What follows belongs to an exercise in optimizing a design on an open flow for small area and a short achievable clock period; a production flow would make more cautious choices.
Only the layout flow was run in this run; the RTL was not checked for function there.

File: design.v
module fir_gen (input clk, input reset, input Load_x,
    input signed [7:0] x_in, input signed [7:0] c_in, output signed [7:0] y_out);
reg [7:0] c0, c1, c2;
reg [3:0] xo, xt, xn;
reg [15:0] a2r0;
reg [15:0] a2r1;
reg [15:0] a2r2;
reg [16:0] a1r0;
reg [16:0] a1r1;
reg [7:0] y0;
reg [7:0] y1;
reg [0:0] yk;
wire [8:0] xe = {x_in, 1'b0};
wire [3:0] bo, bt, bn;
genvar gi;
generate for (gi = 0; gi < 4; gi = gi + 1) begin : rec
  assign bo[gi] = xe[2*gi+1] ^ xe[2*gi];
  assign bt[gi] = (xe[2*gi+2] & ~xe[2*gi+1] & ~xe[2*gi]) | (~xe[2*gi+2] & xe[2*gi+1] & xe[2*gi]);
  assign bn[gi] = xe[2*gi+2];
end endgenerate
wire [3:0] xon = Load_x ? bo : xo;
wire [3:0] xtn = Load_x ? bt : xt;
wire [3:0] xnn = Load_x ? bn : xn;
wire p1;
wire p2;
wire p3;
wire p4;
wire p5;
wire p6;
wire p7;
wire p8;
wire p9;
wire p10;
wire p11;
wire p12;
wire p13;
wire p14;
wire p15;
wire p16;
wire p17;
wire p18;
wire p19;
wire p20;
wire p21;
wire p22;
wire p23;
wire p24;
wire p25;
wire p26;
wire p27;
wire p28;
wire p29;
wire p30;
wire p31;
wire p32;
wire p33;
wire p34;
wire p35;
wire p36;
wire s37;
wire c38;
wire s39;
wire c40;
wire s41;
wire c42;
wire s43;
wire c44;
wire s45;
wire c46;
wire s47;
wire c48;
wire s49;
wire c50;
wire s51;
wire c52;
wire s53;
wire c54;
wire s55;
wire c56;
wire s57;
wire c58;
wire s59;
wire c60;
wire s61;
wire c62;
wire s63;
wire c64;
wire s65;
wire c66;
wire s67;
wire c68;
wire s69;
wire c70;
wire s71;
wire c72;
wire s73;
wire c74;
wire s75;
wire c76;
wire s77;
wire c78;
wire p79;
wire p80;
wire p81;
wire p82;
wire p83;
wire p84;
wire p85;
wire p86;
wire p87;
wire p88;
wire p89;
wire p90;
wire p91;
wire p92;
wire p93;
wire p94;
wire p95;
wire p96;
wire p97;
wire p98;
wire p99;
wire p100;
wire p101;
wire p102;
wire p103;
wire p104;
wire p105;
wire p106;
wire p107;
wire p108;
wire p109;
wire p110;
wire p111;
wire p112;
wire p113;
wire p114;
wire s115;
wire c116;
wire s117;
wire c118;
wire s119;
wire c120;
wire s121;
wire c122;
wire s123;
wire c124;
wire s125;
wire c126;
wire s127;
wire c128;
wire s129;
wire c130;
wire s131;
wire c132;
wire s133;
wire c134;
wire s135;
wire c136;
wire s137;
wire c138;
wire s139;
wire c140;
wire s141;
wire c142;
wire s143;
wire c144;
wire s145;
wire c146;
wire s147;
wire c148;
wire s149;
wire c150;
wire s151;
wire c152;
wire s153;
wire c154;
wire s155;
wire c156;
wire s157;
wire c158;
wire s159;
wire c160;
wire s161;
wire c162;
wire s163;
wire c164;
wire s165;
wire c166;
wire s167;
wire c168;
wire s169;
wire c170;
wire s171;
wire c172;
wire s173;
wire c174;
wire s175;
wire c176;
wire s177;
wire c178;
wire s179;
wire c180;
wire s181;
wire c182;
wire s183;
wire c184;
wire s185;
wire c186;
wire s187;
wire c188;
wire s189;
wire c190;
wire s191;
wire c192;
wire s193;
wire c194;
wire s195;
wire c196;
wire s197;
wire c198;
wire p199;
wire p200;
wire p201;
wire p202;
wire p203;
wire p204;
wire p205;
wire p206;
wire p207;
wire p208;
wire p209;
wire p210;
wire p211;
wire p212;
wire p213;
wire p214;
wire p215;
wire p216;
wire p217;
wire p218;
wire p219;
wire p220;
wire p221;
wire p222;
wire p223;
wire p224;
wire p225;
wire p226;
wire p227;
wire p228;
wire p229;
wire p230;
wire p231;
wire p232;
wire p233;
wire p234;
wire s235;
wire c236;
wire s237;
wire c238;
wire s239;
wire c240;
wire s241;
wire c242;
wire s243;
wire c244;
wire s245;
wire c246;
wire s247;
wire c248;
wire s249;
wire c250;
wire s251;
wire c252;
wire s253;
wire c254;
wire s255;
wire c256;
wire s257;
wire c258;
wire s259;
wire c260;
wire s261;
wire c262;
wire s263;
wire c264;
wire s265;
wire c266;
wire s267;
wire c268;
wire s269;
wire c270;
wire s271;
wire c272;
wire s273;
wire c274;
wire s275;
wire c276;
wire s277;
wire c278;
wire s279;
wire c280;
wire s281;
wire c282;
wire s283;
wire c284;
wire s285;
wire c286;
wire s287;
wire c288;
wire s289;
wire c290;
wire s291;
wire c292;
wire s293;
wire c294;
wire s295;
wire c296;
wire s297;
wire c298;
wire s299;
wire c300;
wire s301;
wire c302;
wire s303;
wire c304;
wire s305;
wire c306;
wire s307;
wire c308;
wire s309;
wire c310;
wire s311;
wire c312;
wire s313;
wire c314;
wire s315;
wire c316;
wire s317;
wire c318;
wire s319;
wire c320;
wire s321;
wire c322;
wire s323;
wire c324;
wire s325;
wire c326;
wire s327;
wire c328;
wire s329;
wire c330;
wire s331;
wire c332;
wire s333;
wire c334;
wire s335;
wire c336;
wire s337;
wire c338;
wire g339;
wire o340;
wire g341;
wire g342;
wire o343;
wire g344;
wire g345;
wire o346;
wire g347;
wire g348;
wire o349;
wire g350;
wire g351;
wire o352;
wire g353;
wire g354;
wire o355;
wire g356;
wire g357;
wire o358;
wire g359;
wire g360;
wire o361;
wire g362;
wire g363;
wire o364;
wire g365;
wire g366;
wire o367;
wire g368;
wire g369;
wire o370;
wire g371;
wire g372;
wire o373;
wire g374;
wire g375;
wire o376;
wire g377;
wire s378;
wire c379;
wire s380;
wire c381;
wire s382;
wire c383;
wire s384;
wire c385;
wire s386;
wire c387;
wire s388;
wire c389;
wire s390;
wire c391;
wire n392;
wire g393;
wire o394;
wire g395;
wire g396;
wire o397;
wire g398;
wire g399;
wire o400;
wire g401;
wire g402;
wire o403;
wire g404;
wire g405;
wire o406;
wire g407;
wire g408;
wire o409;
wire g410;
wire g411;
wire o412;
wire g413;
wire g414;
wire o415;
wire g416;
wire g417;
wire o418;
wire g419;
wire g420;
wire o421;
wire g422;
wire g423;
wire o424;
wire g425;
wire g426;
wire o427;
wire g428;
wire x429;
wire x430;
wire x431;
wire x432;
wire x433;
wire x434;
wire x435;
wire n436;
wire o437;
wire x438;
wire o439;
wire x440;
wire o441;
wire x442;
wire o443;
wire x444;
wire o445;
wire x446;
wire o447;
wire x448;
wire o449;
wire x450;
assign p1 = (xo[0] & c2[0]) ^ xn[0];
assign p2 = ((xo[0] & c2[1]) | (xt[0] & c2[0])) ^ xn[0];
assign p3 = ((xo[0] & c2[2]) | (xt[0] & c2[1])) ^ xn[0];
assign p4 = ((xo[0] & c2[3]) | (xt[0] & c2[2])) ^ xn[0];
assign p5 = ((xo[0] & c2[4]) | (xt[0] & c2[3])) ^ xn[0];
assign p6 = ((xo[0] & c2[5]) | (xt[0] & c2[4])) ^ xn[0];
assign p7 = ((xo[0] & c2[6]) | (xt[0] & c2[5])) ^ xn[0];
assign p8 = ((xo[0] & c2[7]) | (xt[0] & c2[6])) ^ xn[0];
assign p9 = ~(((xo[0] & c2[7]) | (xt[0] & c2[7])) ^ xn[0]);
assign p10 = (xo[1] & c2[0]) ^ xn[1];
assign p11 = ((xo[1] & c2[1]) | (xt[1] & c2[0])) ^ xn[1];
assign p12 = ((xo[1] & c2[2]) | (xt[1] & c2[1])) ^ xn[1];
assign p13 = ((xo[1] & c2[3]) | (xt[1] & c2[2])) ^ xn[1];
assign p14 = ((xo[1] & c2[4]) | (xt[1] & c2[3])) ^ xn[1];
assign p15 = ((xo[1] & c2[5]) | (xt[1] & c2[4])) ^ xn[1];
assign p16 = ((xo[1] & c2[6]) | (xt[1] & c2[5])) ^ xn[1];
assign p17 = ((xo[1] & c2[7]) | (xt[1] & c2[6])) ^ xn[1];
assign p18 = ~(((xo[1] & c2[7]) | (xt[1] & c2[7])) ^ xn[1]);
assign p19 = (xo[2] & c2[0]) ^ xn[2];
assign p20 = ((xo[2] & c2[1]) | (xt[2] & c2[0])) ^ xn[2];
assign p21 = ((xo[2] & c2[2]) | (xt[2] & c2[1])) ^ xn[2];
assign p22 = ((xo[2] & c2[3]) | (xt[2] & c2[2])) ^ xn[2];
assign p23 = ((xo[2] & c2[4]) | (xt[2] & c2[3])) ^ xn[2];
assign p24 = ((xo[2] & c2[5]) | (xt[2] & c2[4])) ^ xn[2];
assign p25 = ((xo[2] & c2[6]) | (xt[2] & c2[5])) ^ xn[2];
assign p26 = ((xo[2] & c2[7]) | (xt[2] & c2[6])) ^ xn[2];
assign p27 = ~(((xo[2] & c2[7]) | (xt[2] & c2[7])) ^ xn[2]);
assign p28 = (xo[3] & c2[0]) ^ xn[3];
assign p29 = ((xo[3] & c2[1]) | (xt[3] & c2[0])) ^ xn[3];
assign p30 = ((xo[3] & c2[2]) | (xt[3] & c2[1])) ^ xn[3];
assign p31 = ((xo[3] & c2[3]) | (xt[3] & c2[2])) ^ xn[3];
assign p32 = ((xo[3] & c2[4]) | (xt[3] & c2[3])) ^ xn[3];
assign p33 = ((xo[3] & c2[5]) | (xt[3] & c2[4])) ^ xn[3];
assign p34 = ((xo[3] & c2[6]) | (xt[3] & c2[5])) ^ xn[3];
assign p35 = ((xo[3] & c2[7]) | (xt[3] & c2[6])) ^ xn[3];
assign p36 = ~(((xo[3] & c2[7]) | (xt[3] & c2[7])) ^ xn[3]);
fa_cell us37 (.a(xn[0]), .b(p1), .c(xnn[0]), .s(s37), .co(c38));
fa_cell us39 (.a(xn[1]), .b(p3), .c(p10), .s(s39), .co(c40));
fa_cell us41 (.a(xn[2]), .b(p5), .c(p12), .s(s41), .co(c42));
fa_cell us43 (.a(p6), .b(p13), .c(p20), .s(s43), .co(c44));
fa_cell us45 (.a(xn[3]), .b(p7), .c(p14), .s(s45), .co(c46));
fa_cell us47 (.a(p21), .b(p28), .c(xnn[3]), .s(s47), .co(c48));
fa_cell us49 (.a(p8), .b(p15), .c(p22), .s(s49), .co(c50));
assign s51 = ~(p9 ^ p16);
assign c52 = p9 | p16;
fa_cell us53 (.a(p17), .b(p24), .c(p31), .s(s53), .co(c54));
fa_cell us55 (.a(p18), .b(p25), .c(p32), .s(s55), .co(c56));
fa_cell us57 (.a(p4), .b(p11), .c(c40), .s(s57), .co(c58));
fa_cell us59 (.a(p19), .b(s41), .c(xnn[2]), .s(s59), .co(c60));
fa_cell us61 (.a(c44), .b(s45), .c(s47), .s(s61), .co(c62));
fa_cell us63 (.a(p29), .b(c46), .c(s49), .s(s63), .co(c64));
fa_cell us65 (.a(p23), .b(p30), .c(s51), .s(s65), .co(c66));
fa_cell us67 (.a(p26), .b(p33), .c(c56), .s(s67), .co(c68));
fa_cell us69 (.a(c42), .b(s43), .c(c60), .s(s69), .co(c70));
fa_cell us71 (.a(s63), .b(c48), .c(c62), .s(s71), .co(c72));
fa_cell us73 (.a(c50), .b(s65), .c(c64), .s(s73), .co(c74));
fa_cell us75 (.a(c52), .b(s53), .c(c66), .s(s75), .co(c76));
fa_cell us77 (.a(p27), .b(p34), .c(c68), .s(s77), .co(c78));
assign p79 = (xo[0] & c1[0]) ^ xn[0];
assign p80 = ((xo[0] & c1[1]) | (xt[0] & c1[0])) ^ xn[0];
assign p81 = ((xo[0] & c1[2]) | (xt[0] & c1[1])) ^ xn[0];
assign p82 = ((xo[0] & c1[3]) | (xt[0] & c1[2])) ^ xn[0];
assign p83 = ((xo[0] & c1[4]) | (xt[0] & c1[3])) ^ xn[0];
assign p84 = ((xo[0] & c1[5]) | (xt[0] & c1[4])) ^ xn[0];
assign p85 = ((xo[0] & c1[6]) | (xt[0] & c1[5])) ^ xn[0];
assign p86 = ((xo[0] & c1[7]) | (xt[0] & c1[6])) ^ xn[0];
assign p87 = ~(((xo[0] & c1[7]) | (xt[0] & c1[7])) ^ xn[0]);
assign p88 = (xo[1] & c1[0]) ^ xn[1];
assign p89 = ((xo[1] & c1[1]) | (xt[1] & c1[0])) ^ xn[1];
assign p90 = ((xo[1] & c1[2]) | (xt[1] & c1[1])) ^ xn[1];
assign p91 = ((xo[1] & c1[3]) | (xt[1] & c1[2])) ^ xn[1];
assign p92 = ((xo[1] & c1[4]) | (xt[1] & c1[3])) ^ xn[1];
assign p93 = ((xo[1] & c1[5]) | (xt[1] & c1[4])) ^ xn[1];
assign p94 = ((xo[1] & c1[6]) | (xt[1] & c1[5])) ^ xn[1];
assign p95 = ((xo[1] & c1[7]) | (xt[1] & c1[6])) ^ xn[1];
assign p96 = ~(((xo[1] & c1[7]) | (xt[1] & c1[7])) ^ xn[1]);
assign p97 = (xo[2] & c1[0]) ^ xn[2];
assign p98 = ((xo[2] & c1[1]) | (xt[2] & c1[0])) ^ xn[2];
assign p99 = ((xo[2] & c1[2]) | (xt[2] & c1[1])) ^ xn[2];
assign p100 = ((xo[2] & c1[3]) | (xt[2] & c1[2])) ^ xn[2];
assign p101 = ((xo[2] & c1[4]) | (xt[2] & c1[3])) ^ xn[2];
assign p102 = ((xo[2] & c1[5]) | (xt[2] & c1[4])) ^ xn[2];
assign p103 = ((xo[2] & c1[6]) | (xt[2] & c1[5])) ^ xn[2];
assign p104 = ((xo[2] & c1[7]) | (xt[2] & c1[6])) ^ xn[2];
assign p105 = ~(((xo[2] & c1[7]) | (xt[2] & c1[7])) ^ xn[2]);
assign p106 = (xo[3] & c1[0]) ^ xn[3];
assign p107 = ((xo[3] & c1[1]) | (xt[3] & c1[0])) ^ xn[3];
assign p108 = ((xo[3] & c1[2]) | (xt[3] & c1[1])) ^ xn[3];
assign p109 = ((xo[3] & c1[3]) | (xt[3] & c1[2])) ^ xn[3];
assign p110 = ((xo[3] & c1[4]) | (xt[3] & c1[3])) ^ xn[3];
assign p111 = ((xo[3] & c1[5]) | (xt[3] & c1[4])) ^ xn[3];
assign p112 = ((xo[3] & c1[6]) | (xt[3] & c1[5])) ^ xn[3];
assign p113 = ((xo[3] & c1[7]) | (xt[3] & c1[6])) ^ xn[3];
assign p114 = ~(((xo[3] & c1[7]) | (xt[3] & c1[7])) ^ xn[3]);
ha_cell us115 (.a(a2r0[6]), .b(a2r1[6]), .s(s115), .co(c116));
ha_cell us117 (.a(a2r0[2]), .b(a2r1[2]), .s(s117), .co(c118));
fa_cell us119 (.a(a2r0[4]), .b(a2r1[4]), .c(p83), .s(s119), .co(c120));
ha_cell us121 (.a(a2r0[5]), .b(p84), .s(s121), .co(c122));
fa_cell us123 (.a(s115), .b(p85), .c(p92), .s(s123), .co(c124));
ha_cell us125 (.a(p99), .b(p106), .s(s125), .co(c126));
fa_cell us127 (.a(a2r0[7]), .b(c116), .c(p86), .s(s127), .co(c128));
fa_cell us129 (.a(p93), .b(p100), .c(p107), .s(s129), .co(c130));
fa_cell us131 (.a(a2r0[8]), .b(a2r1[8]), .c(p87), .s(s131), .co(c132));
fa_cell us133 (.a(p94), .b(p101), .c(p108), .s(s133), .co(c134));
fa_cell us135 (.a(a2r0[9]), .b(a2r1[9]), .c(p95), .s(s135), .co(c136));
ha_cell us137 (.a(p102), .b(p109), .s(s137), .co(c138));
fa_cell us139 (.a(a2r0[10]), .b(a2r1[10]), .c(a2r2[10]), .s(s139), .co(c140));
fa_cell us141 (.a(p96), .b(p103), .c(p110), .s(s141), .co(c142));
ha_cell us143 (.a(a2r0[11]), .b(p104), .s(s143), .co(c144));
ha_cell us145 (.a(s117), .b(p81), .s(s145), .co(c146));
fa_cell us147 (.a(a2r0[3]), .b(c118), .c(p82), .s(s147), .co(c148));
fa_cell us149 (.a(p90), .b(p97), .c(s119), .s(s149), .co(c150));
fa_cell us151 (.a(p91), .b(p98), .c(s121), .s(s151), .co(c152));
fa_cell us153 (.a(c122), .b(s125), .c(s123), .s(s153), .co(c154));
fa_cell us155 (.a(c126), .b(c124), .c(s127), .s(s155), .co(c156));
fa_cell us157 (.a(c128), .b(c130), .c(s131), .s(s157), .co(c158));
fa_cell us159 (.a(s137), .b(c132), .c(c134), .s(s159), .co(c160));
fa_cell us161 (.a(s139), .b(c138), .c(c136), .s(s161), .co(c162));
fa_cell us163 (.a(c140), .b(p111), .c(s143), .s(s163), .co(c164));
fa_cell us165 (.a(a2r0[12]), .b(p105), .c(p112), .s(s165), .co(c166));
ha_cell us167 (.a(a2r0[13]), .b(a2r1[13]), .s(s167), .co(c168));
ha_cell us169 (.a(a2r0[0]), .b(p79), .s(s169), .co(c170));
fa_cell us171 (.a(a2r0[1]), .b(a2r1[1]), .c(p80), .s(s171), .co(c172));
fa_cell us173 (.a(p88), .b(s145), .c(xnn[1]), .s(s173), .co(c174));
fa_cell us175 (.a(p89), .b(c146), .c(s147), .s(s175), .co(c176));
fa_cell us177 (.a(c148), .b(xnn[2]), .c(s149), .s(s177), .co(c178));
fa_cell us179 (.a(c120), .b(s151), .c(c150), .s(s179), .co(c180));
fa_cell us181 (.a(xnn[3]), .b(c152), .c(s153), .s(s181), .co(c182));
fa_cell us183 (.a(s129), .b(c154), .c(s155), .s(s183), .co(c184));
fa_cell us185 (.a(s133), .b(c156), .c(s157), .s(s185), .co(c186));
fa_cell us187 (.a(s135), .b(c158), .c(s159), .s(s187), .co(c188));
fa_cell us189 (.a(s141), .b(c160), .c(s161), .s(s189), .co(c190));
fa_cell us191 (.a(c142), .b(s163), .c(c162), .s(s191), .co(c192));
fa_cell us193 (.a(c144), .b(s165), .c(c164), .s(s193), .co(c194));
fa_cell us195 (.a(s167), .b(p113), .c(c166), .s(s195), .co(c196));
fa_cell us197 (.a(a2r0[14]), .b(c168), .c(p114), .s(s197), .co(c198));
assign p199 = (xo[0] & c0[0]) ^ xn[0];
assign p200 = ((xo[0] & c0[1]) | (xt[0] & c0[0])) ^ xn[0];
assign p201 = ((xo[0] & c0[2]) | (xt[0] & c0[1])) ^ xn[0];
assign p202 = ((xo[0] & c0[3]) | (xt[0] & c0[2])) ^ xn[0];
assign p203 = ((xo[0] & c0[4]) | (xt[0] & c0[3])) ^ xn[0];
assign p204 = ((xo[0] & c0[5]) | (xt[0] & c0[4])) ^ xn[0];
assign p205 = ((xo[0] & c0[6]) | (xt[0] & c0[5])) ^ xn[0];
assign p206 = ((xo[0] & c0[7]) | (xt[0] & c0[6])) ^ xn[0];
assign p207 = ~(((xo[0] & c0[7]) | (xt[0] & c0[7])) ^ xn[0]);
assign p208 = (xo[1] & c0[0]) ^ xn[1];
assign p209 = ((xo[1] & c0[1]) | (xt[1] & c0[0])) ^ xn[1];
assign p210 = ((xo[1] & c0[2]) | (xt[1] & c0[1])) ^ xn[1];
assign p211 = ((xo[1] & c0[3]) | (xt[1] & c0[2])) ^ xn[1];
assign p212 = ((xo[1] & c0[4]) | (xt[1] & c0[3])) ^ xn[1];
assign p213 = ((xo[1] & c0[5]) | (xt[1] & c0[4])) ^ xn[1];
assign p214 = ((xo[1] & c0[6]) | (xt[1] & c0[5])) ^ xn[1];
assign p215 = ((xo[1] & c0[7]) | (xt[1] & c0[6])) ^ xn[1];
assign p216 = ~(((xo[1] & c0[7]) | (xt[1] & c0[7])) ^ xn[1]);
assign p217 = (xo[2] & c0[0]) ^ xn[2];
assign p218 = ((xo[2] & c0[1]) | (xt[2] & c0[0])) ^ xn[2];
assign p219 = ((xo[2] & c0[2]) | (xt[2] & c0[1])) ^ xn[2];
assign p220 = ((xo[2] & c0[3]) | (xt[2] & c0[2])) ^ xn[2];
assign p221 = ((xo[2] & c0[4]) | (xt[2] & c0[3])) ^ xn[2];
assign p222 = ((xo[2] & c0[5]) | (xt[2] & c0[4])) ^ xn[2];
assign p223 = ((xo[2] & c0[6]) | (xt[2] & c0[5])) ^ xn[2];
assign p224 = ((xo[2] & c0[7]) | (xt[2] & c0[6])) ^ xn[2];
assign p225 = ~(((xo[2] & c0[7]) | (xt[2] & c0[7])) ^ xn[2]);
assign p226 = (xo[3] & c0[0]) ^ xn[3];
assign p227 = ((xo[3] & c0[1]) | (xt[3] & c0[0])) ^ xn[3];
assign p228 = ((xo[3] & c0[2]) | (xt[3] & c0[1])) ^ xn[3];
assign p229 = ((xo[3] & c0[3]) | (xt[3] & c0[2])) ^ xn[3];
assign p230 = ((xo[3] & c0[4]) | (xt[3] & c0[3])) ^ xn[3];
assign p231 = ((xo[3] & c0[5]) | (xt[3] & c0[4])) ^ xn[3];
assign p232 = ((xo[3] & c0[6]) | (xt[3] & c0[5])) ^ xn[3];
assign p233 = ((xo[3] & c0[7]) | (xt[3] & c0[6])) ^ xn[3];
assign p234 = ~(((xo[3] & c0[7]) | (xt[3] & c0[7])) ^ xn[3]);
ha_cell us235 (.a(a1r0[4]), .b(a1r1[4]), .s(s235), .co(c236));
fa_cell us237 (.a(a1r0[5]), .b(a1r1[5]), .c(p204), .s(s237), .co(c238));
fa_cell us239 (.a(a1r0[6]), .b(a1r1[6]), .c(p205), .s(s239), .co(c240));
ha_cell us241 (.a(p212), .b(p219), .s(s241), .co(c242));
fa_cell us243 (.a(a1r0[7]), .b(a1r1[7]), .c(p206), .s(s243), .co(c244));
fa_cell us245 (.a(p213), .b(p220), .c(p227), .s(s245), .co(c246));
fa_cell us247 (.a(a1r0[8]), .b(a1r1[8]), .c(p207), .s(s247), .co(c248));
fa_cell us249 (.a(p214), .b(p221), .c(p228), .s(s249), .co(c250));
fa_cell us251 (.a(a1r0[9]), .b(a1r1[9]), .c(p215), .s(s251), .co(c252));
ha_cell us253 (.a(p222), .b(p229), .s(s253), .co(c254));
fa_cell us255 (.a(a1r0[10]), .b(a1r1[10]), .c(p216), .s(s255), .co(c256));
ha_cell us257 (.a(p223), .b(p230), .s(s257), .co(c258));
fa_cell us259 (.a(a1r0[11]), .b(a1r1[11]), .c(p224), .s(s259), .co(c260));
ha_cell us261 (.a(a1r0[12]), .b(a1r1[12]), .s(s261), .co(c262));
ha_cell us263 (.a(a1r0[2]), .b(a1r1[2]), .s(s263), .co(c264));
fa_cell us265 (.a(a1r0[3]), .b(a1r1[3]), .c(p202), .s(s265), .co(c266));
fa_cell us267 (.a(s235), .b(p203), .c(p210), .s(s267), .co(c268));
fa_cell us269 (.a(c236), .b(p211), .c(p218), .s(s269), .co(c270));
fa_cell us271 (.a(p226), .b(s241), .c(c238), .s(s271), .co(c272));
fa_cell us273 (.a(c242), .b(c240), .c(s243), .s(s273), .co(c274));
fa_cell us275 (.a(c244), .b(c246), .c(s247), .s(s275), .co(c276));
fa_cell us277 (.a(s253), .b(c248), .c(c250), .s(s277), .co(c278));
fa_cell us279 (.a(c254), .b(s257), .c(c252), .s(s279), .co(c280));
fa_cell us281 (.a(p231), .b(c258), .c(c256), .s(s281), .co(c282));
fa_cell us283 (.a(s261), .b(p225), .c(p232), .s(s283), .co(c284));
fa_cell us285 (.a(a1r0[13]), .b(a1r1[13]), .c(c262), .s(s285), .co(c286));
ha_cell us287 (.a(a1r0[14]), .b(a1r1[14]), .s(s287), .co(c288));
ha_cell us289 (.a(a1r0[0]), .b(a1r1[0]), .s(s289), .co(c290));
fa_cell us291 (.a(a1r0[1]), .b(a1r1[1]), .c(p200), .s(s291), .co(c292));
fa_cell us293 (.a(s263), .b(p201), .c(p208), .s(s293), .co(c294));
fa_cell us295 (.a(c264), .b(p209), .c(s265), .s(s295), .co(c296));
fa_cell us297 (.a(p217), .b(c266), .c(s267), .s(s297), .co(c298));
fa_cell us299 (.a(c268), .b(s237), .c(s269), .s(s299), .co(c300));
fa_cell us301 (.a(c270), .b(s239), .c(s271), .s(s301), .co(c302));
fa_cell us303 (.a(s245), .b(c272), .c(s273), .s(s303), .co(c304));
fa_cell us305 (.a(s249), .b(c274), .c(s275), .s(s305), .co(c306));
fa_cell us307 (.a(s251), .b(c276), .c(s277), .s(s307), .co(c308));
fa_cell us309 (.a(s255), .b(c278), .c(s279), .s(s309), .co(c310));
fa_cell us311 (.a(s259), .b(c280), .c(s281), .s(s311), .co(c312));
fa_cell us313 (.a(c260), .b(s283), .c(c282), .s(s313), .co(c314));
fa_cell us315 (.a(p233), .b(s285), .c(c284), .s(s315), .co(c316));
fa_cell us317 (.a(s287), .b(p234), .c(c286), .s(s317), .co(c318));
ha_cell us319 (.a(a1r0[15]), .b(c288), .s(s319), .co(c320));
ha_cell us321 (.a(p199), .b(s289), .s(s321), .co(c322));
ha_cell us323 (.a(c290), .b(s291), .s(s323), .co(c324));
ha_cell us325 (.a(c292), .b(s293), .s(s325), .co(c326));
ha_cell us327 (.a(c294), .b(s295), .s(s327), .co(c328));
ha_cell us329 (.a(c296), .b(s297), .s(s329), .co(c330));
ha_cell us331 (.a(c298), .b(s299), .s(s331), .co(c332));
ha_cell us333 (.a(c300), .b(s301), .s(s333), .co(c334));
ha_cell us335 (.a(c302), .b(s303), .s(s335), .co(c336));
ha_cell us337 (.a(c304), .b(s305), .s(s337), .co(c338));
assign g339 = s323 & c322;
assign o340 = c324 | g339;
assign g341 = s323 & s321;
assign g342 = s327 & c326;
assign o343 = c328 | g342;
assign g344 = s327 & s325;
assign g345 = s331 & c330;
assign o346 = c332 | g345;
assign g347 = s331 & s329;
assign g348 = s335 & c334;
assign o349 = c336 | g348;
assign g350 = s335 & s333;
assign g351 = s325 & o340;
assign o352 = c326 | g351;
assign g353 = s325 & g341;
assign g354 = g344 & o340;
assign o355 = o343 | g354;
assign g356 = g344 & g341;
assign g357 = s333 & o346;
assign o358 = c334 | g357;
assign g359 = s333 & g347;
assign g360 = g350 & o346;
assign o361 = o349 | g360;
assign g362 = g350 & g347;
assign g363 = s329 & o355;
assign o364 = c330 | g363;
assign g365 = s329 & g356;
assign g366 = g347 & o355;
assign o367 = o346 | g366;
assign g368 = g347 & g356;
assign g369 = g359 & o355;
assign o370 = o358 | g369;
assign g371 = g359 & g356;
assign g372 = g362 & o355;
assign o373 = o361 | g372;
assign g374 = g362 & g356;
assign g375 = s337 & o373;
assign o376 = c338 | g375;
assign g377 = s337 & g374;
ha_cell us378 (.a(c306), .b(s307), .s(s378), .co(c379));
ha_cell us380 (.a(c308), .b(s309), .s(s380), .co(c381));
ha_cell us382 (.a(c310), .b(s311), .s(s382), .co(c383));
ha_cell us384 (.a(c312), .b(s313), .s(s384), .co(c385));
ha_cell us386 (.a(c314), .b(s315), .s(s386), .co(c387));
ha_cell us388 (.a(c316), .b(s317), .s(s388), .co(c389));
ha_cell us390 (.a(c318), .b(s319), .s(s390), .co(c391));
assign n392 = ~c320;
assign g393 = s380 & c379;
assign o394 = c381 | g393;
assign g395 = s380 & s378;
assign g396 = s384 & c383;
assign o397 = c385 | g396;
assign g398 = s384 & s382;
assign g399 = s388 & c387;
assign o400 = c389 | g399;
assign g401 = s388 & s386;
assign g402 = n392 & c391;
assign o403 = c320 | g402;
assign g404 = n392 & s390;
assign g405 = s382 & o394;
assign o406 = c383 | g405;
assign g407 = s382 & g395;
assign g408 = g398 & o394;
assign o409 = o397 | g408;
assign g410 = g398 & g395;
assign g411 = s390 & o400;
assign o412 = c391 | g411;
assign g413 = s390 & g401;
assign g414 = g404 & o400;
assign o415 = o403 | g414;
assign g416 = g404 & g401;
assign g417 = s386 & o409;
assign o418 = c387 | g417;
assign g419 = s386 & g410;
assign g420 = g401 & o409;
assign o421 = o400 | g420;
assign g422 = g401 & g410;
assign g423 = g413 & o409;
assign o424 = o412 | g423;
assign g425 = g413 & g410;
assign g426 = g416 & o409;
assign o427 = o415 | g426;
assign g428 = g416 & g410;
assign x429 = s380 ^ c379;
assign x430 = s382 ^ o394;
assign x431 = s384 ^ o406;
assign x432 = s386 ^ o409;
assign x433 = s388 ^ o418;
assign x434 = s390 ^ o421;
assign x435 = n392 ^ o424;
assign n436 = ~s378;
assign o437 = c379 | s378;
assign x438 = s380 ^ o437;
assign o439 = o394 | g395;
assign x440 = s382 ^ o439;
assign o441 = o406 | g407;
assign x442 = s384 ^ o441;
assign o443 = o409 | g410;
assign x444 = s386 ^ o443;
assign o445 = o418 | g419;
assign x446 = s388 ^ o445;
assign o447 = o421 | g422;
assign x448 = s390 ^ o447;
assign o449 = o424 | g425;
assign x450 = n392 ^ o449;
always @(posedge clk or posedge reset)
  if (reset) begin
    xo <= 4'd0; xt <= 4'd0; xn <= 4'd0; c0 <= 8'd0; c1 <= 8'd0; c2 <= 8'd0;
    a2r0 <= 16'd22016; a2r1 <= 16'd0; a2r2 <= 16'd0; a1r0 <= 17'd43776; a1r1 <= 17'd0; y0 <= 8'd0; y1 <= 8'd0; yk <= 1'd0;
  end else begin
    xo <= xon; xt <= xtn; xn <= xnn;
    if (!Load_x) begin c2 <= c_in; c1 <= c2; c0 <= c1; end
    a2r0 <= {1'b0,p36,c78,s77,s67,c76,c74,c72,s71,c70,s69,c58,s57,s39,p2,s37};
    a2r1 <= {1'b0,1'b0,p35,1'b0,1'b0,c54,s75,s73,1'b0,s61,1'b0,s59,1'b0,xnn[1],c38,1'b0};
    a2r2 <= {1'b0,1'b0,1'b0,1'b0,1'b0,s55,1'b0,1'b0,1'b0,1'b0,1'b0,1'b0,1'b0,1'b0,1'b0,1'b0};
    a1r0 <= {1'b0,c198,c196,c194,c192,c190,c188,c186,c184,c182,c180,c178,c176,c174,c172,c170,xnn[0]};
    a1r1 <= {1'b0,1'b0,s197,s195,s193,s191,s189,s187,s185,s183,s181,s179,s177,s175,s173,s171,s169};
    y0 <= {x435,x434,x433,x432,x431,x430,x429,s378};
    y1 <= {x450,x448,x446,x444,x442,x440,x438,n436};
    yk <= {o376};
  end
assign y_out = yk[0] ? {y1[7],y1[6],y1[5],y1[4],y1[3],y1[2],y1[1],y1[0]} : {y0[7],y0[6],y0[5],y0[4],y0[3],y0[2],y0[1],y0[0]};
endmodule
module fa_cell (input a, input b, input c, output s, output co);
assign {co, s} = a + b + c;
endmodule
module ha_cell (input a, input b, output s, output co);
assign {co, s} = a + b;
endmodule
File: run.sh
#!/bin/bash
# synth_recipe.tcl (not shown) runs the flow's synth.tcl, then flattens the netlist and writes it again
# the make line also repeats each setting of config.mk as NAME=value (left out here)
make -C /OpenROAD-flow-scripts/flow DESIGN_CONFIG=/design/flow/config.mk WORK_HOME=/design/flow/orfs CLKGATE_MAP_FILE= SYNTH_SCRIPT=/design/flow/synth_recipe.tcl finish
File: config.mk
export PLATFORM = sky130hd
export DESIGN_NAME = fir_gen
export DESIGN_NICKNAME = fir_gen
export VERILOG_FILES = /design/flow/design.v
export SDC_FILE = /design/flow/constraint.sdc
export NUM_CORES = 4
export LEC_CHECK = 0
export CAP_MARGIN = 20
export CORE_MARGIN = 2
export CORE_UTILIZATION = 40
export SETUP_SLACK_MARGIN = 2.5
export SLEW_MARGIN = 20
export SYNTH_HIERARCHICAL = 1
export SYNTH_MINIMUM_KEEP_SIZE = 0
File: constraint.sdc
create_clock -name core_clock -period 5.5 [get_ports {clk}]
set_input_delay 1.1000 -clock core_clock [delete_from_list [all_inputs] [get_ports {clk}]]
set_output_delay 1.1000 -clock core_clock [all_outputs]
set_load 0.01 [all_outputs]
==> flow_metrics.tcl <==
set metrics [dict create \
    outcome "complete, no violations" \
    synth-seq-area-share_pct 34.5 \
    cts_tree "built" \
    ys_types 40 \
    root_buffer "clkbuf_16" \
    antenna_cells 0 \
    drtIter0Drc 276 \
    max-slew-margin-rel_pct 55.5 \
    yosysTopAreaCell "dfrtp_1" \
    skew_ps 8.27 \
    wirelength_um 16900 \
    cts_buffers 9 \
    worstPathArrival_ps 3890 \
    antenna_found_initial 0 \
    ys_warn_count 7 \
    synth_top_area_share_pct 31.4 \
    clk_pin_slew_worst_paths_ps 70 \
    synthToLayoutAreaGrowth_pct 16.6 \
    rows 50 \
    grt.total_usage_pct 17.8 \
    htree_num_levels 3 \
    grt_max_degree 51 \
    async_flop_share_pct 100 \
    die_h_um 143 \
    start_util_pct 41.0 \
    die_area_um2 20500 \
    end_kind "register" \
    synth_area_um2 7730 \
    yosysMostFrequentCell "xnor2_1" \
    worstSetupStartpointType "register" \
    synth_cells 631 \
    layout-drive-gt1-share_pct 24.2 \
    max_freq_ghz 0.277 \
    gp_congestion 0.810 \
    tns_ps 0 \
    grt_pass1_vias 5281 \
    maxCapViolCount 0 \
    synthTopCellsByArea "dfrtp_1, fa_1, xnor2_1, a22oi_1, ha_1" \
    setup_viol 0 \
    synth-edff-count 0 \
    firstDrtPassIters 5 \
    avgSynthCellArea_um2 12.3 \
    synth_ff_type "dfrtp_1" \
    fin_crit_ps 3610 \
    drv_slew 0 \
    clkLatencyLatePin_ps 360 \
    numPortBuffers 26 \
    grt_setup_unrepaired "true" \
    drt.antenna.violating_nets 0 \
    final_nets 787 \
    ctsLongestPathBuffers 2 \
    tightest_slew_ps 667 \
    n_fill_cell 1657 \
    wl_per_cell_um 18.6 \
    place_ws_ps 1510 \
    hpwl_um 11600 \
    setup_ws_ps 1890 \
    core_area_um2 18800 \
    synthTopCellsByCount "xnor2_1, dfrtp_1, fa_1, a22oi_1, clkbuf_1" \
    finalHoldViolCount 0 \
    chipWidth_um 143 \
    gr-total-overflow 0 \
    cts_hold_buf 0 \
    drc 0 \
    period_share_pct 65.6 \
    ios 27 \
    worstPathMaxFanout 5 \
    cts.sinks 106 \
    drt-vias-per-instance 5.28 \
    cp.required_ps 5780 \
    syn_nets 775 \
    synth-seq-cells 106 \
    grt_pass1_wl_um 28200 \
    hold_class "reg -> reg" \
    criticalPathCategory "reg -> reg" \
    vias 4797 \
    hold_slack_ps 499 \
]
[metal layers]
| layer | vias up | global-route usage (%) | wire [um] |
|---|---|---|---|
| li1 | 2183 | - | - |
| met1 | 2503 | 23.7 | 7540 |
| met2 | 90 | 29.8 | 8450 |
| met3 | 21 | 2.62 | 564 |
| met4 | 0 | 5.73 | 301 |
| met5 | - | 0 | 0 |
[modules after synthesis, one instance, submodules excluded]
module   flops+latches  cell area [um^2]  copies in the design  cells inside
fa_cell              0              20.0                    87             1
ha_cell              0              12.5                    34             1
fir_gen            106              5560                     1           510
[final cells by class]
cell class                      count  area [um^2]  share of cell area, %
Timing Repair Buffer               64          639                   7.09
Clock inverter                      5         60.1                  0.666
Sequential cell                   106         2680                   29.8
Inverter                            8         33.8                  0.375
Multi-Input combinational cell    454         5030                   55.8
Tap cell                          260          325                   3.61
Clock buffer                       11          243                   2.69
[cells in the final DEF (no fill, tap or decap), types with 7 or more instances in the layout]
master           synthesis  routed
xnor2_1                108     104
dfrtp_1                 97      87
fa_1                    87      77
a22oi_1                 84      74
mux2_2                  36      35
ha_1                    38      31
buf_4                    0      30
clkdlybuf4s50_1          0      25
nand2_1                 18      18
o21ai_0                 16      13
nor2_1                  13      11
xor2_1                  11      11
a22oi_2                  0      10
fa_2                     0      10
dfstp_2                  9       9
clkbuf_16                0       9
a21oi_1                 10       8
ha_4                     0       7
dfrtp_2                  0       7
[path summary, 6_finish.rpt]
kind	cells after the start	end	slack (ps)	startpoint
max in group asynchronous	3	xt[1]$_DFFE_PP0P_	3350	reset
worst max-delay path	14	y1[5]$_DFF_PP0_	1890	xt[1]$_DFFE_PP0P_
worst min register to register	1	a1r1[0]$_DFF_PP0_	500	a2r0[0]$_DFF_PP0_
min in group asynchronous	2	y0[7]$_DFF_PP0_	1090	reset
worst max register to register	14	y1[5]$_DFF_PP0_	1890	xt[1]$_DFFE_PP0P_
worst min-delay path	1	a1r1[0]$_DFF_PP0_	500	a2r0[0]$_DFF_PP0_
[metrics by stage]
stage | util, % | area [um^2] | cells
floorplan | - | 7930 | 631
global placement | 44.0 | 8290 | 870
detailed placement | 44.0 | 8290 | 870
CTS | 47.3 | 8910 | 901
global route | 47.9 | 9020 | 908
finish | 47.9 | 9020 | 908
[registers in the layout, indices dropped and copies added (netlist names)]
signal and cells:
a2r0 15, c2 8, y0 8, a2r1 7
c1 8, a1r0 15, c0 8, a1r1 15
xt 4, a2r2 1, y1 8, xo 4
xn 4, yk 1
[repair_timing]
item / in CTS / in global routing
pin swaps: 10 / 6
setup buffers: 13 / 7
setup endpoints to repair: 19 / 14
gates resized for setup: 42 / 12
gates cloned: 2 / 0
[critical path, stage by stage, from the launching register on]
cell and delay, ps:
dfrtp_4 540, a22oi_2 220, xnor2_2 100, fa_2 400, fa_2 540, fa_2 450
ha_4 190, ha_4 160, o211ai_1 200, and2_4 200, inv_2 40, ha_4 150
nor2_4 70, a21boi_2 170, xnor2_1 120
[logic make-up (layout without fill, tap and decap cells)]
group | count (synthesis) | in the layout | synth area share [%]
xor+xnor | 119 | 119 | 13.5
buf+inv | 71 | 88 | 3.67
flops | 106 | 106 | 34.5
mux | 36 | 36 | 5.24
compound gates | 127 | 127 | 11.5
fa+ha+maj | 125 | 125 | 28.7
simple gates | 47 | 47 | 2.95

==> port drivers added, routing unchanged <==
Ports are ideal in the flow. The routed layout listed here was re-timed in OpenROAD. Step 1: set_driving_cell puts a clkbuf_16 on clk and a buf_2 on each other input, an assumption about the parent block. Step 2, shift: input delay + t, output delay - t, t = (earliest + latest rising clock arrival at the registers) / 2. This alone moves slack from input paths to output paths. a / b / c = ideal ports / drivers / drivers and shift; a / b = the first two.
t, ns: 0.399
setup slack, ns: 1.891 / 1.891 / 1.891
clock arrival spread, ns: 0.009 / 0.009
worst slew at a driven data input, ns: 0.04
After both steps setup and hold are still met in this run. For this run, drivers alone change the setup slack by 0.000 ns; drivers and shift together by 0.000 ns.
